This design comes from an exercise in tuning for small area, a short achievable clock period and few clock cycles per item on the open sky130 flow, not from production work.
RTL that was checked went through simulation tests only; none was proved equivalent to the original.
Only the layout flow was run in runs 1 to 5; the RTL was not checked for function there.
Power figures rest on the tool's default switching activity, not on a simulated workload.

==> design.v <==
module modulo_sec#(
  parameter SIZE = 16,
  parameter CALCULATION_OUT = 1'b0 )(
  input clk,
  input rst,
  input [(SIZE-1):0] divident,
  input [(SIZE-1):0] divisor,
  input start,
  output done,
  output [(SIZE-1):0] remainder);
  localparam CW = $clog2(SIZE);
  function [3:0] lzc;
    input [15:0] v;
    reg [3:0] z;
    reg [1:0] lz0, lz1, lz2, lz3, hi;
    begin
      z[3] = ~|v[15:12]; z[2] = ~|v[11:8]; z[1] = ~|v[7:4]; z[0] = ~|v[3:0];
      lz3 = {~v[15] & ~v[14], ~v[15] & (v[14] | ~v[13])};
      lz2 = {~v[11] & ~v[10], ~v[11] & (v[10] | ~v[9])};
      lz1 = {~v[7] & ~v[6], ~v[7] & (v[6] | ~v[5])};
      lz0 = {~v[3] & ~v[2], ~v[3] & (v[2] | ~v[1])};
      hi = {z[3] & z[2], z[3] & (~z[2] | z[1])};
      case (hi)
        2'd0: lzc = {hi, lz3};
        2'd1: lzc = {hi, lz2};
        2'd2: lzc = {hi, lz1};
        default: lzc = {hi, lz0};
      endcase
    end
  endfunction
  function [SIZE:0] sub_bk;
    input [SIZE-1:0] x, y;
    reg [SIZE-1:0] g, p, gn, pn;
    integer i, j, l;
    begin
      for (i = 0; i < SIZE; i = i + 1) begin
        g[i] = ~x[i] & y[i];
        p[i] = ~(x[i] ^ y[i]);
      end
      for (l = 0; (1 << l) < SIZE; l = l + 1) begin
        gn = g; pn = p;
        for (i = 0; i < SIZE; i = i + 1)
          if (((i + 1) % (2 << l)) == 0) begin
            j = i - (1 << l);
            gn[i] = g[i] | (p[i] & g[j]);
            pn[i] = p[i] & p[j];
          end
        g = gn; p = pn;
      end
      for (l = CW - 2; l >= 0; l = l - 1) begin
        gn = g; pn = p;
        for (i = 0; i < SIZE; i = i + 1)
          if (((i + 1) % (2 << l)) == (1 << l) && i > (1 << l)) begin
            j = i - (1 << l);
            gn[i] = g[i] | (p[i] & g[j]);
            pn[i] = p[i] & p[j];
          end
        g = gn; p = pn;
      end
      sub_bk[SIZE] = g[SIZE-1];
      sub_bk[0] = x[0] ^ y[0];
      for (i = 1; i < SIZE; i = i + 1)
        sub_bk[i] = x[i] ^ y[i] ^ g[i-1];
    end
  endfunction
  reg busy;
  reg [SIZE-1:0] rem_reg, div_reg;
  reg [CW-1:0] cnt;
  assign done = ~busy;
  assign remainder = rem_reg;
  wire [CW-1:0] lz_a = lzc(divident);
  wire [CW-1:0] lz_b = lzc(divisor);
  wire [CW:0] shift = {1'b0, lz_b} - {1'b0, lz_a};
  wire [SIZE:0] diff = sub_bk(rem_reg, div_reg);
  always @(posedge clk) begin
    if (busy) begin
      if (~diff[SIZE])
        rem_reg <= diff[SIZE-1:0];
      div_reg <= div_reg >> 1;
      cnt <= cnt - 1'b1;
    end else begin
      if (start)
        rem_reg <= divident;
      div_reg <= divisor << shift[CW-1:0];
      cnt <= shift[CW-1:0];
    end
  end
  always @(posedge clk or posedge rst) begin
    if (rst)
      busy <= 1'b0;
    else if (busy)
      busy <= |cnt;
    else
      busy <= start & ~shift[CW];
  end
endmodule
==> flow/run.sh <==
#!/bin/bash
# The standard layout, with plain buf_1 cells (not delay cells) as the port buffers.
set -euo pipefail
bash standard.sh BUFFER_PORTS_ARGS="-buffer_cell sky130_fd_sc_hd__buf_1" finish > standard.log 2>&1
==> standard.sh <==
#!/bin/bash
# synth_recipe.tcl (not shown) runs the flow's synth.tcl, then flattens the netlist and writes it again
# the make line also repeats each setting of config.mk as NAME=value (left out here)
make -C /OpenROAD-flow-scripts/flow DESIGN_CONFIG=/design/flow/config.mk WORK_HOME=/design/flow/orfs CLKGATE_MAP_FILE= SYNTH_SCRIPT=/design/flow/synth_recipe.tcl "${@:-finish}"
==> config.mk <==
export PLATFORM = sky130hd
export DESIGN_NAME = modulo_sec
export DESIGN_NICKNAME = modulo_sec
export VERILOG_FILES = /design/flow/design.v
export SDC_FILE = /design/flow/constraint.sdc
export NUM_CORES = 4
export LEC_CHECK = 0
export ABC_AREA = 1
export CAP_MARGIN = 20
export CORE_MARGIN = 2
export CORE_UTILIZATION = 40
export SETUP_SLACK_MARGIN = 1.5
export SLEW_MARGIN = 20
==> constraint.sdc <==
create_clock -name core_clock -period 4.0 [get_ports {clk}]
set_input_delay 0.8000 -clock core_clock [delete_from_list [all_inputs] [get_ports {clk}]]
set_output_delay 0.8000 -clock core_clock [all_outputs]
set_load 0.01 [all_outputs]
==> results.json, run 1 <==
{
  "ios": 52,
  "ys_ff_latch": 37,
  "yosysTopAreaCellShare": 0.183,
  "drv_cap": 0,
  "cp_slowest_stage_delay_ps": 680,
  "dr_total_vias": 3145,
  "crit_family": "simple AND/OR/NAND/NOR gates",
  "fp.dieW_microns": 91.0,
  "clkPwrFrac": 0.120,
  "p_sw_w": 0.00131,
  "critPathLaunch": "divident[6]",
  "ant_nets": 0,
  "cts_tree": "built",
  "io_buffers": 51,
  "p_leak_nw": 1.91,
  "grt_pass1_wl_microns": 13700,
  "worstPathMaxFanout": 7,
  "final-hold-violation-count": 0,
  "root_buffer": "clkbuf_8",
  "drive_gt1_frac": 0.229,
  "slew_headroom": 0.671,
  "grt.total_usage": 0.202,
  "die_h_microns": 91.0,
  "rr_startpoint": "rem_reg[0]",
  "worstSetupEndpoint": "div_reg[11]",
  "gp_congestion": 0.870,
  "period_needed_ps": 2880,
  "antennaDiodeCount": 0,
  "vias_per_cell": 5.12,
  "cts_buffer_depth": 2,
  "yosys-top-cells-area": "nand2_1, edfxtp_1, dfxtp_1",
  "cp.arrival_ps": 3070,
  "yosysWarnings": 1,
  "pwr-share-seq": 0.286,
  "drc": 0,
  "utilization": 0.553,
  "row_count": 31,
  "wire_per_inst_microns": 13.8,
  "clock-sinks": 37,
  "crit_buf_inv": 3,
  "hpwl_microns": 6170,
  "drt_pass1_iterations": 4,
  "ir_drop_mv": 0.255,
  "fin_skew_ps": 8.80,
  "post-route-period-util": 0.720,
  "cts_hold_buf": 0,
  "wirelength_microns": 8480,
  "worst_slew_pin_slew_ps": 489,
  "worst_setup_path_end_kind": "register",
  "path_depth": 14,
  "overflow": 0,
  "rr_endpoint": "rem_reg[14]",
  "swShare": 0.456,
  "first_global_vias": 2902,
  "final_cell_mix": "nand2_1, inv_1, buf_1",
  "cpMaxStageDelayCell": "fa_2",
  "crit_path_frequent_cell": "nand3_2",
  "clock_latency_ps": 300,
  "cts_made_buffers": 5,
  "rsz0062_at_grt": "true",
  "yosysSeqAreaShare": 0.299,
  "cellPowerDensity_nw_per_um2": 715,
  "core-area_sq_um": 7290,
  "p_comb_frac": 0.594,
  "yosysUniqueCellTypes": 30,
  "synth.cell_area_sq_um": 3030,
  "die_area_sq_um": 8280,
  "maxSlewViolCount": 0,
  "worst_r2r_path_depth": 13,
  "synth.avg_cell_area_sq_um": 6.85,
  "synthToLayoutAreaGrowth_pct": 33.2,
  "path_cells": "buf_6 -> or2_4 -> nor3_4 -> nand2_2 -> o21ai_1 -> inv_1 -> ha_4 -> fa_2 -> buf_6 -> nand3_2 -> nand3_2 -> nand3_2 -> nand2_1 -> nand2_1",
  "hp-class": "in -> async",
  "fillers": 751,
  "critPathKind": "in -> reg",
  "fmax_ghz": 0.347,
  "grt_antenna_before_repair": 0,
  "grt_max_degree": 26,
  "status": "finished clean",
  "synth_largest_area_cell": "nand2_1",
  "crit_required_ps": 4190,
  "mostFrequentLayoutCell": "nand2_1",
  "start_kind": "input port",
  "path_clk_slew_ps": 70,
  "synth_cells": 442,
  "p_int_w": 0.00157,
  "drtIter0Drc": 147,
  "nets": 579,
  "rrSetupSlack_ps": 1630,
  "finalSetupViolations": 0,
  "tns_ps": 0,
  "start_util": 0.415,
  "cts_max_level": 2,
  "synth_nets": 507
}
[how the worst min path moves through the flow]
stage / start / endpoint / slack (ps) / depth (start not counted)
after detailed placement: div_reg[11] / div_reg[10] / 460 / 2
after floorplan: div_reg[11] / div_reg[10] / 430 / 2
after CTS: rst / busy / 300 / 2
final: rst / busy / 300 / 2
after global routing: rst / busy / 320 / 2
after global placement: div_reg[9] / div_reg[8] / 460 / 2
[area by class of cell]
| cell class | count | area (sq um) | area share |
|---|---|---|---|
| clock buffer | 7 | 86.3 | 0.0214 |
| clock inverter | 1 | 30.0 | 0.00744 |
| inverter | 49 | 196 | 0.0487 |
| multi-input combinational | 344 | 2260 | 0.561 |
| sequential | 37 | 906 | 0.225 |
| tap | 99 | 124 | 0.0307 |
| timing repair buffer | 75 | 419 | 0.104 |
| timing repair inverter | 2 | 8.76 | 0.00217 |
[kinds of logic after synthesis]
logic type               share of synthesized area
buffers and inverters                       0.0843
XOR/XNOR                                    0.0318
AND/OR/NAND/NOR                              0.340
flip-flops                                   0.299
AO/OA/AOI/OAI                               0.0983
adder cells (fa/ha/maj)                      0.146
[layer usage]
metal  GRT usage  routed length [microns]
met1       0.261                     3780
met2       0.360                     4300
met3      0.0207                      307
met4      0.0530                       95
met5           0                        0
[cells in the mapped netlist]
master,n
nand2_1,148
nand3_1,68
inv_1,48
o21ai_0,33
ha_1,21
nor2_1,21
dfxtp_1,20
a21oi_1,16
edfxtp_1,16
fa_1,9
xor2_1,8
buf_2,6
clkbuf_1,4
xnor2_1,3
a211oi_1,2
buf_4,2
nor2_2,2
nor3_1,2
or2_2,2
a21o_1,1
a31o_2,1
and2_1,1
buf_6,1
dfrtp_1,1
inv_2,1
nand3b_1,1
nor3b_1,1
o211ai_1,1
o21a_1,1
o22ai_1,1
[what timing repair did]
action	CTS	global route
endpoints found under the setup margin	39	26
setup buffers	12	9
cloned	3	0
resized for setup	48	52
pin swaps	22	21
[metrics by stage]
stage	cell area (sq um)	hold WS, ps	total power [W]	worst slack (ps)	std cells
floorplan	3130	430	0.00197	1180	442
global placement	3380	457	0.00229	519	582
detailed placement	3380	464	0.00235	499	582
CTS	3810	304	0.00279	1180	605
global route	4030	316	0.00317	1000	614
finish	4030	304	0.00288	1120	614
[power groups by stage]
stage / clock network, W / logic [W] / registers [W]
after detailed placement: 0 / 0.00151 / 0.000837
after global placement: 0 / 0.00146 / 0.000827
final: 0.000345 / 0.00171 / 0.000825
after global routing: 0.000365 / 0.00196 / 0.000850
after CTS: 0.000349 / 0.00161 / 0.000827
after floorplan: 0 / 0.00111 / 0.000856
==> inputs of run 2 (changes only) <==
--- a/config.mk
+++ b/config.mk
@@ -6,5 +6,4 @@
 export NUM_CORES = 4
 export LEC_CHECK = 0
-export ABC_AREA = 1
 export CAP_MARGIN = 20
 export CORE_MARGIN = 2
==> results.json, run 2 <==
{
  "root_buffer": "clkbuf_8",
  "grt_pass1_wl_microns": 12900,
  "ir_drop_mv": 0.320,
  "start_util": 0.416,
  "clock_latency_ps": 290,
  "cts_hold_buf": 0,
  "start_kind": "input port",
  "mostFrequentLayoutCell": "buf_1",
  "place_inst": 484,
  "status": "finished clean",
  "cp.arrival_ps": 3880,
  "cts_max_level": 2,
  "worstPathMaxFanout": 7,
  "synth.avg_cell_area_sq_um": 9.26,
  "instances_no_fill": 515,
  "cellPowerDensity_nw_per_um2": 815,
  "nets": 480,
  "synth_edf_count": 16,
  "core-area_sq_um": 7330,
  "hpwl_microns": 5940,
  "hp-class": "in -> async",
  "drt_pass1_iterations": 4,
  "grt.total_usage": 0.193,
  "ys_ff_latch": 37,
  "hold_slack_ps": 293,
  "cts_tree": "built",
  "ios": 52,
  "yosysUniqueCellTypes": 55,
  "ys_top_cells_by_count": "inv_1, nor2_1, nand2_1, ha_1, dfxtp_1",
  "tns_ps": 0,
  "cts_made_buffers": 5,
  "fp.dieW_microns": 91.3,
  "finalSetupViolations": 0,
  "yosysSeqAreaShare": 0.297,
  "grt_antenna_before_repair": 0,
  "synthFlopType": "dfxtp_1",
  "utilization": 0.555,
  "wire_per_inst_microns": 15.5,
  "drtIter0Drc": 136,
  "rr_startpoint": "rem_reg[9]",
  "worst_slew_pin_slew_ps": 545,
  "drv_cap": 0,
  "crit_required_ps": 4190,
  "synth.cell_area_sq_um": 3050,
  "yosys-top-cells-area": "edfxtp_1, dfxtp_1, ha_1",
  "yosysTopAreaCellShare": 0.158,
  "synth_nets": 394,
  "drive_gt1_frac": 0.288,
  "fillers": 672,
  "period_needed_ps": 3690,
  "fmax_ghz": 0.271,
  "wirelength_microns": 7960,
  "post-route-period-util": 0.921,
  "grt_max_degree": 45,
  "overflow": 0,
  "fin_skew_ps": 5.55,
  "rrSetupSlack_ps": 1170,
  "synth_largest_area_cell": "edfxtp_1",
  "worst_r2r_path_depth": 10,
  "p_leak_nw": 1.75,
  "rsz0062_at_grt": "true",
  "worst_setup_path_end_kind": "register",
  "first_global_vias": 2693,
  "cts_buffer_depth": 2,
  "clock-sinks": 37,
  "gp_congestion": 0.825,
  "final-hold-violation-count": 0,
  "die_area_sq_um": 8330,
  "drc": 0,
  "io_buffers": 51,
  "vias_per_cell": 5.36,
  "power_w": 0.00332,
  "final_cell_mix": "buf_1, buf_4, nor2_1",
  "maxSlewViolCount": 0,
  "slew_headroom": 0.635,
  "rr_endpoint": "rem_reg[15]",
  "synth_cells": 329,
  "yosysWarnings": 1,
  "path_clk_slew_ps": 80,
  "row_count": 31,
  "antennaDiodeCount": 0,
  "synthToLayoutAreaGrowth_pct": 33.6,
  "dr_total_vias": 2760,
  "async_flop_share": 0.0270,
  "die_h_microns": 91.3,
  "ant_nets": 0,
  "critPathKind": "in -> reg"
}
run 2: cell count changes in the layout (fill, tap and decap cells not counted), moves of 7 or more:
cell | previous run | this run
a21o_1 | 1 | 8
buf_4 | 21 | 33
inv_1 | 45 | 28
mux2_2 | 0 | 8
mux2i_1 | 0 | 11
nand2_1 | 133 | 23
nand2_2 | 14 | 2
nand3_1 | 35 | 5
nand3_2 | 28 | 0
nor2_1 | 12 | 29
nor2_4 | 9 | 0
o21ai_0 | 17 | 5
o21ai_1 | 15 | 4
xnor2_1 | 2 | 9
run 2: worst max-delay path, cell delays in order:
cell      delay (ps)
buf_8            100
or4_4            550
nor2b_4          130
nand2b_1         100
o22ai_2          120
o22ai_1          100
ha_2             200
fa_2             700
buf_6            130
mux2i_2          230
mux2i_1          140
a22o_1           270
buf_4            140
a22o_1           160
run 2: power by group:
group	total (W)	internal, W	switching, W
sequential	0.000855	0.000719	0.000135
clock	0.000390	0.000248	0.000142
combinational	0.00207	0.00104	0.00103
run 2: repair_timing:
| action | 4_1_cts | 5_1_grt |
|---|---|---|
| resized for setup | 27 | 26 |
| hold endpoints to repair | 0 | 0 |
| setup buffers | 13 | 9 |
| endpoints found under the setup margin | 44 | 45 |
| pin swaps | 17 | 13 |
| cloned | 1 | 0 |
run 2: area by class of cell:
cell class / count / area (sq um) / share of cell area
multi-input cells: 246 / 2200 / 0.541
well taps: 99 / 124 / 0.0304
flip-flops and latches: 37 / 906 / 0.223
clock buffers: 5 / 68.8 / 0.0169
clock inverters: 3 / 65.1 / 0.0160
inverters: 30 / 113 / 0.0277
repair buffers: 95 / 592 / 0.145
run 2: cells by family (layout without fill, tap and decap cells):
family                   after synthesis  in the layout  share of synthesized area
flip-flops                            37             37                      0.297
adder cells (fa/ha/maj)               30             30                      0.145
AO/OA/AOI/OAI                         80             80                      0.178
multiplexers                          35             35                      0.137
buffers and inverters                 46            133                     0.0624
XOR/XNOR                              13             13                     0.0374
AND/OR/NAND/NOR                       88             88                      0.142
run 2: layer usage:
layer | GRT usage | up-vias | part of all wire
li1 | - | 1352 | -
met1 | 0.257 | 1309 | 0.46
met2 | 0.331 | 87 | 0.49
met3 | 0.0241 | 12 | 0.045
met4 | 0.0518 | 0 | 0.014
met5 | 0 | - | 0
run 2: worst max-delay path by stage:
stage / endpoint / depth (start not counted) / slack (ps) / from
2_1_floorplan: div_reg[15] / 11 / 420 / divisor[13]
3_3_place_gp: div_reg[15] / 12 / 3 / divisor[13]
3_5_place_dp: div_reg[14] / 13 / -40 / divisor[15]
4_1_cts: div_reg[15] / 12 / 380 / divisor[13]
5_1_grt: div_reg[15] / 12 / 220 / divisor[15]
6_report: div_reg[5] / 14 / 310 / divisor[15]
run 2: per-stage QoR:
step | area, sq um | setup slack, ps
6_report | 4070 | 314
5_1_grt | 4070 | 224
4_1_cts | 3890 | 379
3_5_place_dp | 3530 | -39.7
3_3_place_gp | 3530 | 2.76
2_1_floorplan | 3150 | 415
==> inputs of run 3 (changes only) <==
--- a/design.v
+++ b/design.v
@@ -64,5 +64,5 @@
     end
   endfunction
-  reg busy;
+  reg busy, align;
   reg [SIZE-1:0] rem_reg, div_reg;
   reg [CW-1:0] cnt;
@@ -74,14 +74,18 @@
   wire [SIZE:0] diff = sub_bk(rem_reg, div_reg);
   always @(posedge clk) begin
-    if (busy) begin
+    if (~busy) begin
+      if (start)
+        rem_reg <= divident;
+      div_reg <= divisor;
+      cnt <= shift[CW-1:0];
+      align <= |shift[CW-1:0];
+    end else if (align) begin
+      div_reg <= div_reg << cnt;
+      align <= 1'b0;
+    end else begin
       if (~diff[SIZE])
         rem_reg <= diff[SIZE-1:0];
       div_reg <= div_reg >> 1;
       cnt <= cnt - 1'b1;
-    end else begin
-      if (start)
-        rem_reg <= divident;
-      div_reg <= divisor << shift[CW-1:0];
-      cnt <= shift[CW-1:0];
     end
   end
@@ -89,8 +93,8 @@
     if (rst)
       busy <= 1'b0;
-    else if (busy)
+    else if (~busy)
+      busy <= start & ~shift[CW];
+    else if (~align)
       busy <= |cnt;
-    else
-      busy <= start & ~shift[CW];
   end
 endmodule
--- a/config.mk
+++ b/config.mk
@@ -6,4 +6,5 @@
 export NUM_CORES = 4
 export LEC_CHECK = 0
+export ABC_AREA = 1
 export CAP_MARGIN = 20
 export CORE_MARGIN = 2
==> results.json, run 3 <==
{
  "worst_slew_pin_slew_ps": 752,
  "post-route-period-util": 0.617,
  "io_buffers": 51,
  "tns_ps": 0,
  "gp_congestion": 0.916,
  "ir_drop_mv": 0.469,
  "wire_per_inst_microns": 15.1,
  "final_cell_mix": "nand2_1, nand3_1, inv_1",
  "drc": 0,
  "root_buffer": "clkbuf_8",
  "die_area_sq_um": 9250,
  "synth.avg_cell_area_sq_um": 7.09,
  "hold_slack_ps": 301,
  "cts_max_level": 2,
  "yosysTopAreaCellShare": 0.194,
  "synth_largest_area_cell": "edfxtp_1",
  "synth_nets": 544,
  "fin_skew_ps": 9.36,
  "ys_ff_latch": 38,
  "drive_gt1_frac": 0.131,
  "yosysMostFrequentCell": "nand2_1",
  "ant_nets": 0,
  "finalWorstSetupSlack_ps": 1530,
  "first_global_vias": 3130,
  "path_clk_slew_ps": 80,
  "drtIter0Drc": 188,
  "synthFlopType": "edfxtp_1",
  "clock-sinks": 38,
  "final-hold-violation-count": 0,
  "synth_cells": 479,
  "drt_pass1_iterations": 5,
  "grt_pass1_wl_microns": 15500,
  "synth_xor_area_frac": 0.0284,
  "maxSlewViolCount": 0,
  "cellPowerDensity_nw_per_um2": 966,
  "worstSetupEndpoint": "rem_reg[10]",
  "p_leak_nw": 1.79,
  "yosys-top-cells-area": "edfxtp_1, nand2_1, nand3_1",
  "cts_made_buffers": 5,
  "place_inst": 618,
  "grt_antenna_before_repair": 0,
  "fillers": 847,
  "wirelength_microns": 9580,
  "worstPathMaxFanout": 3,
  "cts_tree": "built",
  "overflow": 0,
  "synth_compound_area_frac": 0.127,
  "fp.dieW_microns": 96.2,
  "place_area_sq_um": 3590,
  "instances_no_fill": 633,
  "hpwl_microns": 7230,
  "hp-class": "in -> async",
  "rsz0062_at_grt": "true",
  "finalSetupViolations": 0,
  "die_h_microns": 96.2,
  "synth_edf_count": 22,
  "rrSetupSlack_ps": 1530,
  "async_flop_share": 0.0263,
  "cp.arrival_ps": 2520,
  "period_needed_ps": 2470,
  "drv_cap": 0,
  "slew_headroom": 0.498,
  "core-area_sq_um": 8220,
  "synth_top_family_by_area": "simple AND/OR/NAND/NOR gates",
  "clock_latency_ps": 300,
  "grt.total_usage": 0.221,
  "mostFrequentLayoutCell": "nand2_1",
  "yosys.area_share.adder": 0.130,
  "path_cells": "inv_1 -> ha_2 -> fa_2 -> nand3_2 -> nand2_2 -> nand2_2 -> nand3_4 -> buf_4 -> nand3_1 -> nand2_1 -> fa_2 -> o21ai_1",
  "critPathLaunch": "rem_reg[0]",
  "yosysSeqAreaShare": 0.290,
  "vias_per_cell": 5.29,
  "cp_slowest_stage_delay_ps": 520,
  "fmax_ghz": 0.405,
  "synth.cell_area_sq_um": 3400,
  "crit_required_ps": 4050,
  "yosysWarnings": 1,
  "ys_top_cells_by_count": "nand2_1, nand3_1, inv_1, nor2_1, a21oi_1",
  "row_count": 33,
  "grt_max_degree": 38,
  "cts_buffer_depth": 2,
  "worst_setup_path_end_kind": "register",
  "rr_startpoint": "rem_reg[0]",
  "worst_r2r_path_depth": 12,
  "synthToLayoutAreaGrowth_pct": 13.7,
  "rr_endpoint": "rem_reg[10]",
  "ios": 52,
  "critPathKind": "reg -> reg",
  "synthSimpleGateAreaFrac": 0.312,
  "antennaDiodeCount": 0,
  "muxShareOfSynthArea": 0,
  "nets": 592,
  "pre_cts_slack_ps": 1110,
  "start_kind": "register",
  "start_util": 0.413,
  "stdcell_area_sq_um": 3860,
  "cpMaxStageDelayCell": "fa_2",
  "yosysUniqueCellTypes": 39,
  "dr_total_vias": 3348,
  "status": "finished clean"
}
==> run 3: per-layer routing <==
layer	GRT usage	wire length (microns)	share of wire	vias up
met5	0	0	0	-
li1	-	-	-	1695
met1	0.302	4400	0.46	1528
met2	0.348	4430	0.46	103
met4	0.0988	352	0.037	0
met3	0.0290	400	0.042	22
==> run 3: area by class of cell <==
type | count | area (sq um) | share of cell area
clock buffers | 6 | 72.6 | 0.0188
well taps | 105 | 131 | 0.0340
inverters | 61 | 246 | 0.0638
repair buffers | 59 | 262 | 0.0677
multi-input cells | 362 | 2150 | 0.558
clock inverters | 2 | 8.76 | 0.00227
flip-flops and latches | 38 | 986 | 0.255
==> run 3: logic make-up after synthesis <==
group,Yosys count
xor gates and xnor gates,11
adders and majority gates,30
and+or+nand+nor,241
AOI/OAI and AO/OA,80
DFF,38
buffers and inverters,79
==> run 3: critical path, delay by kind of cell (launching register included) <==
family / cells / cell delay (ps)
fa+ha+maj: 3 / 1120
simple gates: 6 / 480
flops: 1 / 360
buf+inv: 2 / 220
compound gates: 1 / 60
==> run 3: where the power goes <==
part / switching [W] / leakage, nW / internal [W]
clock: 0.000147 / 0.0426 / 0.000120
sequential: 0.000329 / 0.356 / 0.000762
combinational: 0.00146 / 1.39 / 0.000909
==> run 3: repair_timing <==
item	4_1_cts	5_1_grt
hold buffers	0	0
resized for setup	14	36
setup buffers	5	2
pin swaps	6	21
setup endpoints to repair	25	11
==> run 3: worst min path at each step <==
stage	start	endpoint	depth (start not counted)
floorplan	align	busy	2
global placement	rst	busy	2
detailed placement	rst	busy	2
CTS	rst	busy	2
global route	rst	busy	2
finish	rst	busy	2
==> run 3: per-stage QoR <==
stage | utilization | total power [W]
after CTS | 0.457 | 0.00366
final | 0.470 | 0.00373
after global placement | 0.437 | 0.00329
after global routing | 0.470 | 0.00414
after floorplan | - | 0.00281
after detailed placement | 0.437 | 0.00332
==> inputs of run 4 (changes only) <==
--- a/config.mk
+++ b/config.mk
@@ -10,4 +10,3 @@
 export CORE_MARGIN = 2
 export CORE_UTILIZATION = 40
-export SETUP_SLACK_MARGIN = 1.5
 export SLEW_MARGIN = 20
==> results.json, run 4 <==
{
  "yosysMostFrequentCell": "nand2_1",
  "crit_required_ps": 4040,
  "first_global_vias": 3154,
  "grt_max_degree": 35,
  "muxShareOfSynthArea": 0,
  "synth_largest_area_cell": "edfxtp_1",
  "grt_antenna_before_repair": 0,
  "drc": 0,
  "cellPowerDensity_nw_per_um2": 982,
  "rsz0062_at_grt": "false",
  "rr_endpoint": "rem_reg[15]",
  "start_kind": "input port",
  "yosysUniqueCellTypes": 39,
  "synthFlopType": "edfxtp_1",
  "drt_pass1_iterations": 5,
  "drtIter0Drc": 272,
  "core-area_sq_um": 8220,
  "synth_cells": 479,
  "row_count": 33,
  "worst_slew_pin_slew_ps": 776,
  "yosysSeqAreaShare": 0.290,
  "maxSlewViolCount": 0,
  "cts_tree": "built",
  "path_clk_slew_ps": 70,
  "drive_gt1_frac": 0.0461,
  "ys_ff_latch": 38,
  "yosysWarnings": 1,
  "power_w": 0.00361,
  "yosys.area_share.adder": 0.130,
  "wirelength_microns": 9370,
  "root_buffer": "clkbuf_8",
  "worst_setup_path_end_kind": "register",
  "critPathLaunch": "divisor[15]",
  "synth_nets": 544,
  "cpMaxStageDelayCell": "fa_1",
  "die_area_sq_um": 9250,
  "cts_resized": 0,
  "synth_edf_count": 22,
  "stdcell_area_sq_um": 3680,
  "fmax_ghz": 0.366,
  "clock_latency_ps": 300,
  "post-route-period-util": 0.683,
  "period_needed_ps": 2730,
  "rrSetupSlack_ps": 1310,
  "ant_nets": 0,
  "instances_no_fill": 626,
  "hpwl_microns": 7250,
  "tns_ps": 0,
  "worstPathMaxFanout": 4,
  "fin_skew_ps": 6.65,
  "yosys-top-cells-area": "edfxtp_1, nand2_1, nand3_1",
  "worst_r2r_path_depth": 14,
  "synthSimpleGateAreaFrac": 0.312,
  "slew_headroom": 0.481,
  "synth_compound_area_frac": 0.127,
  "async_flop_share": 0.0263,
  "cts_buffer_depth": 2,
  "critPathKind": "in -> reg",
  "yosysTopAreaCellShare": 0.194,
  "dr_total_vias": 3270,
  "vias_per_cell": 5.22,
  "io_buffers": 51,
  "cts_max_level": 2,
  "ir_drop_mv": 0.398,
  "overflow": 0,
  "die_h_microns": 96.2,
  "finalSetupViolations": 0,
  "grt_pass1_wl_microns": 15500,
  "synth.cell_area_sq_um": 3400,
  "fp.dieW_microns": 96.2,
  "cp.arrival_ps": 2770,
  "cp_slowest_stage_delay_ps": 400,
  "mostFrequentLayoutCell": "nand2_1",
  "rr_startpoint": "rem_reg[0]",
  "ios": 52,
  "synthToLayoutAreaGrowth_pct": 8.36,
  "hp-class": "in -> async",
  "place_area_sq_um": 3590,
  "grt.total_usage": 0.220,
  "cts_hold_buf": 0,
  "cts_setup_buffers": 0,
  "place_inst": 618,
  "start_util": 0.413,
  "gp_congestion": 0.860,
  "status": "finished clean",
  "antennaDiodeCount": 0,
  "synth_xor_area_frac": 0.0284,
  "final_cell_mix": "nand2_1, nand3_1, inv_1",
  "clock-sinks": 38,
  "path_cells": "buf_1 -> nor2_1 -> nand2_1 -> inv_1 -> nand3b_1 -> inv_1 -> o21ai_0 -> o21ai_0 -> ha_1 -> inv_1 -> fa_1 -> xor2_1 -> nand2_1 -> o21ai_0",
  "p_leak_nw": 1.75,
  "synth.avg_cell_area_sq_um": 7.09,
  "cts_made_buffers": 5,
  "final-hold-violation-count": 0,
  "nets": 585,
  "synth_top_family_by_area": "simple AND/OR/NAND/NOR gates",
  "wire_per_inst_microns": 15.0,
  "drv_cap": 0,
  "ys_top_cells_by_count": "nand2_1, nand3_1, inv_1, nor2_1, a21oi_1"
}
==> run 4: per-layer routing <==
metal,vias up,GRT usage,part of all wire
met5,-,0,0
met4,0,0.0607,0.017
met3,15,0.0352,0.058
met2,116,0.361,0.46
met1,1476,0.299,0.46
li1,1663,-,-
==> run 4: report_power, final <==
group          internal (W)  switching (W)
registers          0.000764       0.000324
logic              0.000836        0.00140
clock network      0.000139       0.000146
total               0.00174        0.00187
==> run 4: worst max-delay path: cells and delay by family <==
kind,cells,cell delay [ps]
AND/OR/NAND/NOR,4,580
XOR/XNOR,1,190
AO/OA/AOI/OAI,3,260
buffers and inverters,4,360
adder cells (fa/ha/maj),2,580
==> run 4: worst max-delay path by stage <==
stage / end / slack (ps) / cells after the start
after floorplan: cnt[2] / 1470 / 13
after global placement: cnt[2] / 1090 / 14
after detailed placement: cnt[2] / 1030 / 14
after CTS: rem_reg[15] / 1290 / 14
after global routing: align / 1010 / 14
final: cnt[2] / 1270 / 14
==> run 4: metrics by stage <==
step	hold WS [ps]	setup slack (ps)	util
floorplan	525	1470	-
global placement	603	1090	0.437
detailed placement	606	1030	0.437
CTS	294	1290	0.448
global route	295	1010	0.448
finish	298	1270	0.448
==> run 4: layout make-up <==
type | count | area [sq um]
fillers | 891 | 4540
multi-input cells | 362 | 2030
flip-flops and latches | 38 | 986
inverters | 61 | 241
repair buffers | 52 | 199
well taps | 105 | 131
clock buffers | 7 | 86.3
clock inverters | 1 | 5.00
==> run 4: kinds of logic after synthesis <==
group           Yosys count
compound gates           80
xor+xnor                 11
fa+ha+maj                30
buf+inv                  79
flops                    38
simple gates            241
==> inputs of run 5 (changes only) <==
--- a/config.mk
+++ b/config.mk
@@ -10,3 +10,4 @@
 export CORE_MARGIN = 2
 export CORE_UTILIZATION = 40
+export SETUP_SLACK_MARGIN = 1.8
 export SLEW_MARGIN = 20
==> results.json, run 5 <==
{
  "crit_family": "adder cells",
  "antennaDiodeCount": 0,
  "post-route-period-util": 0.606,
  "yosysMostFrequentCell": "nand2_1",
  "path_clk_slew_ps": 80,
  "ys_top_cells_by_count": "nand2_1, nand3_1, inv_1, nor2_1, a21oi_1",
  "rr_startpoint": "rem_reg[0]",
  "critPathKind": "in -> reg",
  "nets": 608,
  "cpMaxStageDelayCell": "fa_2",
  "worst_r2r_path_depth": 13,
  "slew_headroom": 0.507,
  "crit_buf_inv": 3,
  "synth_cells": 479,
  "row_count": 33,
  "fmax_ghz": 0.413,
  "grt_pass1_wl_microns": 16300,
  "synth.cell_area_sq_um": 3400,
  "tns_ps": 0,
  "drtIter0Drc": 234,
  "cts_max_level": 2,
  "rsz0062_at_grt": "true",
  "fillers": 817,
  "finalSetupViolations": 0,
  "maxSlewViolCount": 0,
  "cts_buffer_depth": 2,
  "overflow": 0,
  "drt_pass1_iterations": 5,
  "worstPathMaxFanout": 3,
  "path_cells": "clkbuf_2 -> nor2_4 -> nand3_2 -> nand3b_1 -> inv_2 -> o21ai_1 -> o21ai_1 -> ha_2 -> inv_2 -> fa_2 -> xor2_2 -> nand2_1 -> o21ai_1",
  "synthFlopType": "edfxtp_1",
  "fin_skew_ps": 10.2,
  "synth_largest_area_cell": "edfxtp_1",
  "async_flop_share": 0.0263,
  "clock-sinks": 38,
  "synth.avg_cell_area_sq_um": 7.09,
  "fp.dieW_microns": 96.2,
  "cp.arrival_ps": 2480,
  "yosysTopAreaCellShare": 0.194,
  "core-area_sq_um": 8220,
  "grt_antenna_before_repair": 0,
  "p_leak_nw": 1.94,
  "first_global_vias": 3305,
  "status": "finished clean",
  "yosysWarnings": 1,
  "yosysSeqAreaShare": 0.290,
  "utilization": 0.508,
  "drive_gt1_frac": 0.206,
  "root_buffer": "clkbuf_8",
  "yosys-top-cells-area": "edfxtp_1, nand2_1, nand3_1",
  "gp_congestion": 0.867,
  "clock_latency_ps": 320,
  "start_kind": "input port",
  "ant_nets": 0,
  "synth_edf_count": 22,
  "start_util": 0.413,
  "synthToLayoutAreaGrowth_pct": 22.9,
  "worst_slew_pin_slew_ps": 740,
  "rrSetupSlack_ps": 1610,
  "die_h_microns": 96.2,
  "rr_endpoint": "rem_reg[14]",
  "ys_ff_latch": 38,
  "drc": 0,
  "final_cell_mix": "nand2_1, nand3_1, inv_1",
  "period_needed_ps": 2420,
  "yosysUniqueCellTypes": 39,
  "wire_per_inst_microns": 15.7,
  "cts_tree": "built",
  "vias_per_cell": 5.37,
  "crit_required_ps": 4050,
  "mostFrequentLayoutCell": "nand2_1",
  "worst_setup_path_end_kind": "register",
  "dr_total_vias": 3485,
  "place_area_sq_um": 3670,
  "hpwl_microns": 7270,
  "cp_slowest_stage_delay_ps": 380,
  "synth_nets": 544,
  "cellPowerDensity_nw_per_um2": 982,
  "stdcell_area_sq_um": 4180,
  "grt_max_degree": 37,
  "die_area_sq_um": 9250,
  "crit_path_frequent_cell": "o21ai_1",
  "grt.total_usage": 0.233,
  "cts_made_buffers": 5,
  "io_buffers": 51,
  "ir_drop_mv": 0.515,
  "wirelength_microns": 10200,
  "drv_cap": 0,
  "ios": 52,
  "final-hold-violation-count": 0,
  "hp-class": "in -> async"
}
-- run 5: cells by family (layout without fill, tap and decap cells) --
kind of cell             Yosys count  in the layout  synth area share
flip-flops                        38             38             0.290
AND/OR/NAND/NOR                  241            242             0.312
buffers and inverters             79            143             0.112
XOR/XNOR                          11             11            0.0284
AO/OA/AOI/OAI                     80             80             0.127
adder cells (fa/ha/maj)           30             30             0.130
-- run 5: routing by layer --
metal / up-vias / part of all wire / global-route usage
li1: 1723 / - / -
met1: 1597 / 0.45 / 0.315
met2: 140 / 0.45 / 0.361
met3: 25 / 0.073 / 0.0446
met4: 0 / 0.030 / 0.101
met5: - / 0 / 0
-- run 5: worst max-delay path by stage --
stage | start | endpoint | slack, ps | cells past startpoint
after floorplan | divident[11] | cnt[2] | 1570 | 13
after global placement | divisor[9] | cnt[2] | 1270 | 14
after detailed placement | divident[14] | align | 1220 | 14
after CTS | rem_reg[0] | rem_reg[14] | 1590 | 13
after global routing | divisor[8] | align | 1470 | 14
final | divisor[6] | cnt[2] | 1580 | 13
-- run 5: area by class of cell --
| class | instances | area, sq um | share of cell area |
|---|---|---|---|
| repair buffers | 74 | 433 | 0.104 |
| clock buffers | 5 | 68.8 | 0.0165 |
| flip-flops and latches | 38 | 987 | 0.236 |
| clock inverters | 3 | 63.8 | 0.0153 |
| well taps | 105 | 131 | 0.0315 |
| inverters | 61 | 244 | 0.0584 |
| multi-input cells | 363 | 2250 | 0.538 |
-- run 5: report_power, final --
| group | internal, W | switching [W] |
|---|---|---|
| Clock | 0.000247 | 0.000161 |
| Sequential | 0.000761 | 0.000346 |
| Combinational | 0.00103 | 0.00156 |
| Total | 0.00204 | 0.00207 |
-- run 5: timing repair --
action	4_1_cts	5_1_grt
setup buffers	17	5
cloned	0	1
pin swaps	19	24
hold buffers	0	0
endpoints found under the setup margin	29	32
gates resized for setup	40	34
-- run 5: worst register-to-register path: cells and delay by family (launching register included) --
family	cells	cell delay (ps)
adder cells (fa/ha/maj)	3	1070
AND/OR/NAND/NOR	8	610
flip-flops	1	350
AO/OA/AOI/OAI	1	60
buffers and inverters	1	50
-- run 5: metrics by stage --
step,hold slack (ps),setup slack (ps),instances,total power [W]
after detailed placement,606,1220,618,0.00335
after global placement,602,1270,618,0.00332
after global routing,275,1470,649,0.00452
final,275,1580,649,0.00410
after CTS,270,1590,643,0.00388
after floorplan,529,1570,479,0.00285
==> inputs of run 6 (changes only) <==
--- a/design.v
+++ b/design.v
@@ -9,5 +9,5 @@
   output done,
   output [(SIZE-1):0] remainder);
-  localparam CW = $clog2(SIZE);
+  localparam CW = 4;   
   function [3:0] lzc;
     input [15:0] v;
--- a/config.mk
+++ b/config.mk
@@ -10,4 +10,4 @@
 export CORE_MARGIN = 2
 export CORE_UTILIZATION = 40
-export SETUP_SLACK_MARGIN = 1.8
+export SETUP_SLACK_MARGIN = 1.3
 export SLEW_MARGIN = 20
==> results.json, run 6 <==
{
  "synth_edf_count": 22,
  "utilization": 0.458,
  "synth_cells": 479,
  "ios": 52,
  "rsz0062_at_grt": "false",
  "io_buffers": 51,
  "synth_largest_area_cell": "edfxtp_1",
  "finalSetupViolations": 0,
  "vias_per_cell": 5.22,
  "place_inst": 618,
  "drive_gt1_frac": 0.0821,
  "ys_ff_latch": 38,
  "period_needed_ps": 2530,
  "critPathKind": "in -> reg",
  "yosysTopAreaCellShare": 0.194,
  "worstPathMaxFanout": 3,
  "nets": 588,
  "synth_nets": 544,
  "slew_headroom": 0.506,
  "mostFrequentLayoutCell": "nand2_1",
  "die_area_sq_um": 9250,
  "ir_drop_mv": 0.400,
  "worst_setup_path_end_kind": "register",
  "start_kind": "input port",
  "clock-sinks": 38,
  "cellPowerDensity_nw_per_um2": 975,
  "die_h_microns": 96.2,
  "hold_slack_ps": 294,
  "fmax_ghz": 0.396,
  "seqCellArea_sq_um": 986,
  "cts_made_buffers": 5,
  "status": "finished clean",
  "cts_tree": "built",
  "wire_per_inst_microns": 15.1,
  "grt_pass1_wl_microns": 15500,
  "grt_busiest_layer": "met2",
  "cts_hold_buf": 0,
  "p_leak_nw": 1.77,
  "instances_no_fill": 629,
  "worst_slew_pin_slew_ps": 741,
  "core-area_sq_um": 8220,
  "dr_total_vias": 3281,
  "synthFlopType": "edfxtp_1",
  "grt_util_met1": 0.299,
  "first_global_vias": 3154,
  "clock_latency_ps": 300,
  "root_buffer": "clkbuf_8",
  "cts_max_level": 2,
  "yosysWarnings": 1,
  "final_cell_mix": "nand2_1, nand3_1, inv_1",
  "drtIter0Drc": 284,
  "fillers": 889,
  "drv_cap": 0,
  "path_clk_slew_ps": 80,
  "post-route-period-util": 0.631,
  "synthToLayoutAreaGrowth_pct": 10.7,
  "yosysMostFrequentCell": "nand2_1",
  "drt_pass1_iterations": 5,
  "grt_antenna_before_repair": 0,
  "start_util": 0.413,
  "cp.arrival_ps": 2570,
  "wirelength_microns": 9520,
  "maxSlewViolCount": 0,
  "multi_input_area_sq_um": 2090,
  "grt_max_degree": 35,
  "drc": 0,
  "antennaDiodeCount": 0,
  "async_flop_share": 0.0263,
  "use_met2": 0.361,
  "yosysUniqueCellTypes": 39,
  "yosysSeqAreaShare": 0.290,
  "synth.avg_cell_area_sq_um": 7.09,
  "fp.dieW_microns": 96.2,
  "row_count": 33,
  "cts_buffer_depth": 2,
  "hp-class": "in -> async",
  "overflow": 0,
  "fin_skew_ps": 6.30,
  "yosys-top-cells-area": "edfxtp_1, nand2_1, nand3_1",
  "grt_util_met3": 0.0352,
  "grt.total_usage": 0.220,
  "hpwl_microns": 7250,
  "tns_ps": 0,
  "synth.cell_area_sq_um": 3400,
  "ant_nets": 0,
  "gp_congestion": 0.860,
  "final-hold-violation-count": 0,
  "ys_top_cells_by_count": "nand2_1, nand3_1, inv_1, nor2_1, a21oi_1",
  "crit_required_ps": 4040
}
-- run 6: cell counts after synthesis --
No cell type changed its count.
-- run 6: area by class of cell --
type | count | share of cell area
clock buffers | 7 | 0.0230
clock inverters | 1 | 0.00133
inverters | 61 | 0.0642
multi-input cells | 362 | 0.556
flip-flops and latches | 38 | 0.262
well taps | 105 | 0.0349
repair buffers | 55 | 0.0589
-- run 6: critical path, stage by stage --
cell and delay, ps:
buf_1 110, nor2_2 150, nand3_2 100, nor2_2 160
nand2_1 90, inv_1 70, o21ai_0 70, nand2_1 80
inv_1 60, ha_1 170, inv_1 80, fa_2 450
nand2_1 90, o21ai_0 80
-- run 6: final timing paths --
kind | slack (ps) | endpoint | cells past startpoint | from
min | 290 | busy | 2 | rst
max | 1470 | cnt[1] | 14 | divident[11]
min reg2reg | 620 | div_reg[2] | 2 | div_reg[3]
min in group core_clock | 620 | div_reg[2] | 2 | div_reg[3]
max in group asynchronous | 3610 | busy | 2 | rst
max reg2reg | 1500 | rem_reg[15] | 14 | rem_reg[0]
-- run 6: timing repair --
item,4_1_cts,5_1_grt
endpoints found under the hold margin,0,0
setup buffers,0,3
resized for setup,1,16
endpoints found under the setup margin,1,23
pin swaps,0,4
-- run 6: logic make-up (layout without fill, tap and decap cells) --
logic type,after synthesis,after routing,synth area share
DFF,38,38,0.290
AOI/OAI and AO/OA,80,80,0.127
adders and majority gates,30,30,0.130
and+or+nand+nor,241,241,0.312
buffers and inverters,79,124,0.112
xor gates and xnor gates,11,11,0.0284
-- run 6: metal layers --
layer | part of all wire | up-vias | wire length, microns
met4 | 0.015 | 0 | 145
li1 | - | 1674 | -
met1 | 0.46 | 1489 | 4360
met3 | 0.056 | 14 | 536
met5 | 0 | - | 0
met2 | 0.47 | 104 | 4480
-- run 6: power breakdown --
part           leakage (nW)  internal, W  switching (W)
Combinational          1.37     0.000862        0.00143
Clock                0.0482     0.000139       0.000146
Sequential            0.356     0.000762       0.000326
Total                  1.77      0.00176        0.00190
-- run 6: metrics by stage --
stage / setup slack [ps] / power [W] / area, sq um
finish: 1470 / 0.00367 / 3760
global route: 1300 / 0.00408 / 3760
CTS: 1330 / 0.00364 / 3690
detailed placement: 1030 / 0.00333 / 3590
global placement: 1090 / 0.00330 / 3590
floorplan: 1470 / 0.00281 / 3400
Testbench counts of run 6, summed over its fixed seeds: cycles 6,344, items 1,280.
==> inputs of run 7 (changes only) <==
--- a/config.mk
+++ b/config.mk
@@ -10,4 +10,4 @@
 export CORE_MARGIN = 2
 export CORE_UTILIZATION = 40
-export SETUP_SLACK_MARGIN = 1.3
+export SETUP_SLACK_MARGIN = 1.5
 export SLEW_MARGIN = 20
==> results.json, run 7 <==
{
  "status": "finished clean",
  "path_cells": "inv_1 -> ha_2 -> fa_2 -> nand3_2 -> nand2_2 -> nand2_2 -> nand3_4 -> buf_4 -> nand3_1 -> nand2_1 -> fa_2 -> o21ai_1",
  "period_needed_ps": 2470,
  "multi_input_area_sq_um": 2150,
  "cp.arrival_ps": 2520,
  "first_global_vias": 3130,
  "cts_buffer_depth": 2,
  "synthToLayoutAreaGrowth_pct": 13.7,
  "crit_required_ps": 4050,
  "io_buffers": 51,
  "fmax_ghz": 0.405,
  "cts_tree": "built",
  "worstPathMaxFanout": 3,
  "instances_no_fill": 633,
  "die_area_sq_um": 9250,
  "pwr-share-seq": 0.293,
  "clkPwrFrac": 0.072,
  "tns_ps": 0,
  "final-hold-violation-count": 0,
  "swShare": 0.520,
  "p_sw_w": 0.00194,
  "hp-class": "in -> async",
  "drc": 0,
  "grt_antenna_before_repair": 0,
  "grt.total_usage": 0.221,
  "gp_congestion": 0.916,
  "yosysSeqAreaShare": 0.290,
  "maxSlewViolCount": 0,
  "worst_setup_path_end_kind": "register",
  "grt_max_degree": 38,
  "wirelength_microns": 9580,
  "vias_per_cell": 5.29,
  "cts_max_level": 2,
  "fp.dieW_microns": 96.2,
  "grt_pass1_wl_microns": 15500,
  "final_cell_mix": "nand2_1, nand3_1, inv_1",
  "yosysTopAreaCellShare": 0.194,
  "synthFlopType": "edfxtp_1",
  "ios": 52,
  "row_count": 33,
  "ys_ff_latch": 38,
  "drt_pass1_iterations": 5,
  "p_leak_nw": 1.79,
  "p_comb_frac": 0.636,
  "mostFrequentLayoutCell": "nand2_1",
  "yosys-top-cells-area": "edfxtp_1, nand2_1, nand3_1",
  "slew_headroom": 0.498,
  "rsz0062_at_grt": "true",
  "ir_drop_mv": 0.469,
  "cts_hold_buf": 0,
  "synth_largest_area_cell": "edfxtp_1",
  "root_buffer": "clkbuf_8",
  "drv_cap": 0,
  "ant_nets": 0,
  "synth.avg_cell_area_sq_um": 7.09,
  "core-area_sq_um": 8220,
  "clock-sinks": 38,
  "critPathKind": "reg -> reg",
  "yosysWarnings": 1,
  "drtIter0Drc": 188,
  "post-route-period-util": 0.617,
  "cp_slowest_stage_delay_ps": 520,
  "cpMaxStageDelayCell": "fa_2",
  "fillers": 847,
  "overflow": 0,
  "worst_slew_pin_slew_ps": 752,
  "synth_nets": 544,
  "crit_family": "adder cells",
  "nets": 592,
  "async_flop_share": 0.0263,
  "wire_per_inst_microns": 15.1,
  "cts_made_buffers": 5,
  "start_kind": "register",
  "crit_buf_inv": 2,
  "drive_gt1_frac": 0.131,
  "path_clk_slew_ps": 80,
  "clock_latency_ps": 300,
  "synth_edf_count": 22,
  "hpwl_microns": 7230,
  "yosysUniqueCellTypes": 39,
  "seqCellArea_sq_um": 986,
  "yosysMostFrequentCell": "nand2_1",
  "antennaDiodeCount": 0,
  "synth.cell_area_sq_um": 3400,
  "finalSetupViolations": 0,
  "die_h_microns": 96.2,
  "p_int_w": 0.00179,
  "dr_total_vias": 3348,
  "start_util": 0.413,
  "fin_skew_ps": 9.36,
  "synth_cells": 479,
  "cellPowerDensity_nw_per_um2": 966,
  "place_inst": 618,
  "ys_top_cells_by_count": "nand2_1, nand3_1, inv_1, nor2_1, a21oi_1"
}
## run 7: cell families (layout without fill, tap and decap cells)
kind of cell / count (synthesis) / count (layout) / share of synthesized area
and+or+nand+nor: 241 / 241 / 0.312
AOI/OAI and AO/OA: 80 / 80 / 0.127
buffers and inverters: 79 / 128 / 0.112
DFF: 38 / 38 / 0.290
adders and majority gates: 30 / 30 / 0.130
xor gates and xnor gates: 11 / 11 / 0.0284
## run 7: worst paths after layout
| kind | startpoint | to | slack (ps) | cells after the start |
|---|---|---|---|---|
| min in group core_clock | div_reg[3] | div_reg[2] | 650 | 2 |
| max in group asynchronous | rst | busy | 3610 | 2 |
| worst max register to register | rem_reg[0] | rem_reg[10] | 1530 | 12 |
| worst min-delay path | rst | busy | 300 | 2 |
| worst min register to register | div_reg[3] | div_reg[2] | 650 | 2 |
| worst max-delay path | rem_reg[0] | rem_reg[10] | 1530 | 12 |
## run 7: power by group through the flow
stage	Sequential [W]	Clock [W]	Combinational (W)
after floorplan	0.000971	0	0.00184
after global placement	0.00109	0	0.00219
after detailed placement	0.00110	0	0.00223
after CTS	0.00109	0.000272	0.00230
after global routing	0.00113	0.000284	0.00273
final	0.00109	0.000267	0.00237
## run 7: worst reg2reg max path: stages, from the launching register on
cell and delay, ps:
edfxtp_1 360, inv_1 60, ha_2 190, fa_2 410, nand3_2 80, nand2_2 80
nand2_2 100, nand3_4 90, buf_4 160, nand3_1 60, nand2_1 70, fa_2 520
o21ai_1 60
## run 7: per-stage QoR
| stage | power, W | setup slack (ps) | cell area [sq um] | util | hold slack, ps |
|---|---|---|---|---|---|
| after floorplan | 0.00281 | 1520 | 3400 | - | 525 |
| after detailed placement | 0.00332 | 1110 | 3590 | 0.437 | 609 |
| after CTS | 0.00366 | 1490 | 3750 | 0.457 | 294 |
| after global placement | 0.00329 | 1220 | 3590 | 0.437 | 606 |
| after global routing | 0.00414 | 1410 | 3860 | 0.470 | 320 |
| final | 0.00373 | 1530 | 3860 | 0.470 | 301 |
## run 7: layout make-up
cell class	instances	share of cell area
multi-input cells	362	0.558
inverters	61	0.0638
clock inverters	2	0.00227
repair buffers	59	0.0677
clock buffers	6	0.0188
well taps	105	0.0340
flip-flops and latches	38	0.255
## run 7: per-layer routing
metal,global-route usage,vias to the layer above,share of wire
met5,0,-,0
met4,0.0988,0,0.037
met1,0.302,1528,0.46
li1,-,1695,-
met3,0.0290,22,0.042
met2,0.348,103,0.46
## run 7: timing repair
action | 4_1_cts | 5_1_grt
gates resized for setup | 14 | 36
setup endpoints to repair | 25 | 11
pin swaps | 6 | 21
buffers inserted | 5 | 2
==> inputs of run 8 (changes only) <==
--- a/design.v
+++ b/design.v
@@ -64,8 +64,8 @@
     end
   endfunction
-  reg busy, align;
+  reg idle, align;
   reg [SIZE-1:0] rem_reg, div_reg;
   reg [CW-1:0] cnt;
-  assign done = ~busy;
+  assign done = idle;
   assign remainder = rem_reg;
   wire [CW-1:0] lz_a = lzc(divident);
@@ -74,5 +74,5 @@
   wire [SIZE:0] diff = sub_bk(rem_reg, div_reg);
   always @(posedge clk) begin
-    if (~busy) begin
+    if (idle) begin
       if (start)
         rem_reg <= divident;
@@ -92,9 +92,9 @@
   always @(posedge clk or posedge rst) begin
     if (rst)
-      busy <= 1'b0;
-    else if (~busy)
-      busy <= start & ~shift[CW];
+      idle <= 1'b1;
+    else if (idle)
+      idle <= ~start | shift[CW];
     else if (~align)
-      busy <= |cnt;
+      idle <= ~|cnt;
   end
 endmodule
--- a/config.mk
+++ b/config.mk
@@ -10,4 +10,4 @@
 export CORE_MARGIN = 2
 export CORE_UTILIZATION = 40
-export SETUP_SLACK_MARGIN = 1.5
+export SETUP_SLACK_MARGIN = 1.65
 export SLEW_MARGIN = 20
==> results.json, run 8 <==
{
  "status": "finished clean",
  "cts_hold_buf": 0,
  "worst_setup_path_end_kind": "register",
  "wl_met1_microns": 4500,
  "drive_gt1_frac": 0.230,
  "first_global_vias": 3259,
  "core-area_sq_um": 8180,
  "ios": 52,
  "grt_max_degree": 60,
  "period_needed_ps": 2410,
  "worst_r2r_path_depth": 10,
  "maxSlewViolCount": 0,
  "vias_per_cell": 5.33,
  "dr_total_vias": 3365,
  "ant_nets": 0,
  "finalWorstSetupSlack_ps": 1590,
  "wirelength_microns": 10200,
  "gp_congestion": 0.957,
  "grt_antenna_before_repair": 0,
  "cts_buffer_depth": 2,
  "ys_ff_latch": 38,
  "die_area_sq_um": 9130,
  "clock_latency_ps": 300,
  "tns_ps": 0,
  "cts_made_buffers": 5,
  "hpwl_microns": 7440,
  "cts_tree": "built",
  "final-hold-violation-count": 0,
  "synth.avg_cell_area_sq_um": 7.21,
  "hp-class": "in -> async",
  "synth_edf_count": 22,
  "cellPowerDensity_nw_per_um2": 880,
  "start_kind": "input port",
  "rr_endpoint": "rem_reg[11]",
  "crit_required_ps": 4040,
  "yosysUniqueCellTypes": 39,
  "overflow": 0,
  "grt.total_usage": 0.233,
  "met2_length_microns": 4720,
  "drtIter0Drc": 320,
  "yosysWarnings": 1,
  "rrSetupSlack_ps": 1630,
  "row_count": 33,
  "synth_nets": 530,
  "yosysTopAreaCellShare": 0.197,
  "synth_largest_area_cell": "edfxtp_1",
  "fin_skew_ps": 9.35,
  "drv_cap": 0,
  "yosysSeqAreaShare": 0.295,
  "cp_slowest_stage_delay_ps": 460,
  "post-route-period-util": 0.602,
  "yosys-top-cells-area": "edfxtp_1, nand2_1, dfxtp_1",
  "antennaDiodeCount": 0,
  "final_cell_mix": "nand2_1, nand3_1, inv_1",
  "io_buffers": 51,
  "clock-sinks": 38,
  "worstPathMaxFanout": 3,
  "yosysMostFrequentCell": "nand2_1",
  "wl_met3_microns": 736,
  "mostFrequentLayoutCell": "nand2_1",
  "path_cells": "buf_1 -> nor2_2 -> nand3_2 -> inv_1 -> nand2_2 -> nand4_1 -> o21ai_2 -> ha_2 -> inv_2 -> fa_2 -> nand2_1 -> o21ai_1",
  "grt_pass1_wl_microns": 16300,
  "root_buffer": "clkbuf_8",
  "drt_pass1_iterations": 7,
  "pre_cts_slack_ps": 1220,
  "p_leak_nw": 1.92,
  "critPathKind": "in -> reg",
  "die_h_microns": 95.5,
  "top_layer_used": "met4",
  "rr_startpoint": "div_reg[0]",
  "path_clk_slew_ps": 80,
  "synthToLayoutAreaGrowth_pct": 23.2,
  "async_flop_share": 0.0263,
  "rsz0062_at_grt": "true",
  "synth_cells": 465,
  "ir_drop_mv": 0.633,
  "cp.arrival_ps": 2450,
  "start_util": 0.410,
  "finalSetupViolations": 0,
  "fp.dieW_microns": 95.5,
  "fmax_ghz": 0.415,
  "synthFlopType": "edfxtp_1",
  "wire_per_inst_microns": 16.1,
  "cpMaxStageDelayCell": "fa_2",
  "nets": 590,
  "cts_max_level": 2,
  "worst_slew_pin_slew_ps": 795,
  "slew_headroom": 0.470,
  "ys_top_cells_by_count": "nand2_1, nand3_1, inv_1, nor2_1, o21ai_0",
  "drc": 0,
  "synth.cell_area_sq_um": 3350
}
run 8: worst max-delay path: cells and delay by family:
kind	cells	cell delay, ps
AOI/OAI and AO/OA	2	130
adders and majority gates	2	650
buffers and inverters	3	290
and+or+nand+nor	5	580
run 8: worst max path at each step:
| stage | startpoint | to | slack [ps] | cells after the start |
|---|---|---|---|---|
| final | divisor[7] | cnt[1] | 1590 | 12 |
| after global routing | rem_reg[0] | rem_reg[14] | 1480 | 13 |
| after CTS | rem_reg[0] | rem_reg[14] | 1630 | 13 |
| after detailed placement | divisor[6] | idle | 1220 | 14 |
| after global placement | divisor[9] | idle | 1260 | 14 |
| after floorplan | divisor[9] | cnt[2] | 1570 | 11 |
run 8: per-stage QoR:
step / cells / area [sq um] / power (W) / utilization / hold WS, ps
final: 631 / 4130 / 0.00363 / 0.505 / 467
after global routing: 631 / 4130 / 0.00403 / 0.505 / 464
after CTS: 625 / 3900 / 0.00354 / 0.477 / 467
after detailed placement: 608 / 3640 / 0.00317 / 0.446 / 578
after global placement: 608 / 3640 / 0.00312 / 0.446 / 560
after floorplan: 465 / 3420 / 0.00265 / - / 496
run 8: cell type report:
| cell class | instances | area, sq um |
|---|---|---|
| inverter | 60 | 233 |
| clock inverter | 1 | 5.00 |
| tap | 105 | 131 |
| sequential | 38 | 988 |
| fill | 805 | 4050 |
| clock buffer | 7 | 86.3 |
| multi-input combinational | 353 | 2290 |
| timing repair buffer | 67 | 398 |
run 8: power by group:
part / switching, W / total (W) / leakage, nW / internal, W
Clock: 0.000154 / 0.000293 / 0.0482 / 0.000140
Sequential: 0.000307 / 0.00108 / 0.365 / 0.000773
Combinational: 0.00139 / 0.00226 / 1.51 / 0.000867
run 8: cells by family after synthesis:
group	share of synthesized area
AO/OA/AOI/OAI	0.129
XOR/XNOR	0.0287
adder cells (fa/ha/maj)	0.132
buffers and inverters	0.102
flip-flops	0.295
AND/OR/NAND/NOR	0.314
run 8: layer usage:
metal / track usage / vias up
li1: - / 1655
met1: 0.320 / 1534
met3: 0.0324 / 21
met5: 0 / -
met4: 0.0667 / 0
met2: 0.382 / 155
run 8: timing repair:
item / CTS / global route
endpoints found under the setup margin: 27 / 14
resized for setup: 32 / 67
pin swaps: 21 / 24
setup buffers: 9 / 6
Testbench counts of run 8, summed over its fixed seeds: cycles 6,344, items 1,280.
==> inputs of run 9 (changes only) <==
--- a/config.mk
+++ b/config.mk
@@ -9,5 +9,5 @@
 export CAP_MARGIN = 20
 export CORE_MARGIN = 2
-export CORE_UTILIZATION = 40
-export SETUP_SLACK_MARGIN = 1.65
+export CORE_UTILIZATION = 65
+export SETUP_SLACK_MARGIN = 1.5
 export SLEW_MARGIN = 20
==> results.json, run 9 <==
{
  "cts_tree": "built",
  "cp.arrival_ps": 2540,
  "overflow": 0,
  "crit_required_ps": 4040,
  "ys_ff_latch": 38,
  "dr_total_vias": 3435,
  "drv_cap": 0,
  "start_util": 0.665,
  "path_clk_slew_ps": 80,
  "yosys-top-cells-area": "edfxtp_1, nand2_1, dfxtp_1",
  "worst_setup_path_end_kind": "register",
  "synth_edf_count": 22,
  "ant_nets": 0,
  "grt_max_degree": 60,
  "finalSetupViolations": 0,
  "gp_congestion": 0.954,
  "synthFlopType": "edfxtp_1",
  "wire_per_inst_microns": 15.7,
  "yosysTopAreaCellShare": 0.197,
  "cpMaxStageDelayCell": "fa_2",
  "mostFrequentLayoutCell": "nand2_1",
  "synth.avg_cell_area_sq_um": 7.21,
  "yosysSeqAreaShare": 0.295,
  "hpwl_microns": 6630,
  "wirelength_microns": 9180,
  "synthToLayoutAreaGrowth_pct": 14.7,
  "rsz0062_at_grt": "true",
  "p_leak_nw": 1.82,
  "synth_largest_area_cell": "edfxtp_1",
  "slew_headroom": 0.470,
  "clock_latency_ps": 290,
  "core-area_sq_um": 5040,
  "ir_drop_mv": 0.598,
  "pre_cts_slack_ps": 1230,
  "maxSlewViolCount": 0,
  "final_cell_mix": "nand2_1, inv_1, nand3_1",
  "root_buffer": "clkbuf_8",
  "synth.cell_area_sq_um": 3350,
  "fp.dieW_microns": 75.8,
  "critPathKind": "reg -> reg",
  "tns_ps": 0,
  "vias_per_cell": 5.86,
  "row_count": 26,
  "worst_slew_pin_slew_ps": 796,
  "grt_pass1_wl_microns": 13600,
  "cts_max_level": 2,
  "post-route-period-util": 0.625,
  "antennaDiodeCount": 0,
  "fin_skew_ps": 2.47,
  "path_cells": "inv_1 -> ha_2 -> fa_2 -> nand3_2 -> nand2_2 -> nand3_4 -> a21oi_2 -> or2_4 -> fa_2 -> o21ai_2",
  "cts_buffer_depth": 2,
  "yosysMostFrequentCell": "nand2_1",
  "fmax_ghz": 0.400,
  "drtIter0Drc": 393,
  "io_buffers": 51,
  "start_kind": "register",
  "ys_top_cells_by_count": "nand2_1, nand3_1, inv_1, nor2_1, o21ai_0",
  "yosysUniqueCellTypes": 39,
  "drc": 0,
  "clock-sinks": 38,
  "drive_gt1_frac": 0.151,
  "synth_nets": 530,
  "finalWorstSetupSlack_ps": 1500,
  "die_area_sq_um": 5750,
  "ios": 52,
  "drt_pass1_iterations": 5,
  "grt.total_usage": 0.318,
  "worstPathMaxFanout": 3,
  "yosysWarnings": 1,
  "async_flop_share": 0.0263,
  "hp-class": "in -> async",
  "period_needed_ps": 2500,
  "die_h_microns": 75.8,
  "cts_made_buffers": 5,
  "cp_slowest_stage_delay_ps": 570,
  "first_global_vias": 2865,
  "final-hold-violation-count": 0,
  "cellPowerDensity_nw_per_um2": 957,
  "status": "finished clean",
  "crit_path_frequent_cell": "fa_2",
  "grt_antenna_before_repair": 0,
  "nets": 580,
  "synth_cells": 465
}
run 9: cell counts after synthesis:
Identical to the previous run, type by type.
run 9: final cells by class:
| cell class | count | area (sq um) |
|---|---|---|
| clock buffers | 5 | 68.8 |
| clock inverters | 3 | 40.0 |
| fillers | 410 | 1200 |
| inverters | 60 | 233 |
| multi-input cells | 353 | 2190 |
| flip-flops and latches | 38 | 988 |
| well taps | 70 | 87.6 |
| repair buffers | 57 | 239 |
run 9: per-stage QoR:
| stage | total power (W) | util | cell area [sq um] | instances | hold WS (ps) |
|---|---|---|---|---|---|
| finish | 0.00368 | 0.762 | 3840 | 586 | 466 |
| CTS | 0.00344 | 0.728 | 3670 | 582 | 470 |
| global route | 0.00400 | 0.762 | 3840 | 586 | 487 |
| floorplan | 0.00260 | - | 3360 | 465 | 496 |
| global placement | 0.00303 | 0.702 | 3540 | 573 | 552 |
| detailed placement | 0.00307 | 0.702 | 3540 | 573 | 550 |
run 9: timing repair:
item / CTS / global route
endpoints found under the hold margin: 0 / 0
endpoints found under the setup margin: 21 / 25
setup buffers: 1 / 4
resized for setup: 6 / 42
hold buffers: 0 / 0
pin swaps: 2 / 17
run 9: logic make-up (layout without fill, tap and decap cells):
kind of cell,Yosys count,count (layout),share of synthesized area
buffers and inverters,74,125,0.102
AO/OA/AOI/OAI,76,76,0.129
flip-flops,38,38,0.295
adder cells (fa/ha/maj),30,30,0.132
AND/OR/NAND/NOR,236,236,0.314
XOR/XNOR,11,11,0.0287
run 9: layer usage:
layer,share of wire,track usage,vias to the layer above
li1,-,-,1639
met1,0.43,0.446,1596
met2,0.47,0.500,185
met3,0.091,0.0648,15
met4,0.015,0.0877,0
met5,0,0,-
run 9: worst paths after layout:
kind,cells past startpoint,slack (ps),end,start
min reg2reg,2,570,div_reg[0],div_reg[1]
min,2,470,idle,rst
max reg2reg,10,1500,rem_reg[10],rem_reg[0]
max in group asynchronous,2,3510,idle,rst
min in group core_clock,2,570,div_reg[0],div_reg[1]
max,10,1500,rem_reg[10],rem_reg[0]
run 9: critical path: cells and delay by family (launching register included):
family,cells,cell delay (ps)
buffers and inverters,1,60
AO/OA/AOI/OAI,2,130
adder cells (fa/ha/maj),3,1170
AND/OR/NAND/NOR,4,520
flip-flops,1,360
run 9: power breakdown:
part	leakage, nW	internal [W]	switching [W]
sequential	0.365	0.000773	0.000296
combinational	1.39	0.000857	0.00142
clock	0.0579	0.000184	0.000150

## afterwards: timing with drivers on the ports
No port has a modelled driver above. Below, the same layouts with a new extraction and two added sets of constraints.
Step 1: set_driving_cell puts a clkbuf_16 on clk and a buf_2 on each other input, an assumption about the parent block.
Step 2, shift: input delay + t, output delay - t, t = (earliest + latest rising clock arrival at the registers) / 2. This alone moves slack from input paths to output paths.
Three values: no drivers, after step 1, after step 2; two values: the first two.
run | t (ns) | setup slack, ns | worst hold slack (ns) | worst setup path at the end | latest minus earliest clock arrival (ns)
run 1 | 0.317 | 1.118 / 1.112 / 0.796 | 0.304 / 0.299 / 0.463 | input to register | 0.009 / 0.009
run 2 | 0.317 | 0.314 / 0.304 / -0.013 | 0.293 / 0.286 / 0.483 | input to register | 0.006 / 0.006
run 3 | 0.325 | 1.533 / 1.524 / 1.277 | 0.301 / 0.288 / 0.612 | input to register | 0.010 / 0.009
run 4 | 0.328 | 1.266 / 1.277 / 0.949 | 0.298 / 0.286 / 0.613 | input to register | 0.007 / 0.007
run 5 | 0.345 | 1.577 / 1.584 / 1.239 | 0.275 / 0.260 / 0.605 | input to register | 0.010 / 0.010
run 6 | 0.328 | 1.474 / 1.487 / 1.160 | 0.294 / 0.282 / 0.610 | input to register | 0.007 / 0.007
run 7 | 0.325 | 1.533 / 1.524 / 1.277 | 0.301 / 0.288 / 0.612 | input to register | 0.010 / 0.009
run 8 | 0.326 | 1.592 / 1.598 / 1.273 | 0.467 / 0.459 / 0.578 | input to register | 0.009 / 0.009
run 9 | 0.323 | 1.502 / 1.502 / 1.260 | 0.466 / 0.456 / 0.565 | input to register | 0.002 / 0.003
With both steps, setup timing fails in run 2, where it was met with ideal ports. The setup slack of run 5, which loses most, moves by +0.007 ns with the drivers and by -0.338 ns with both steps.
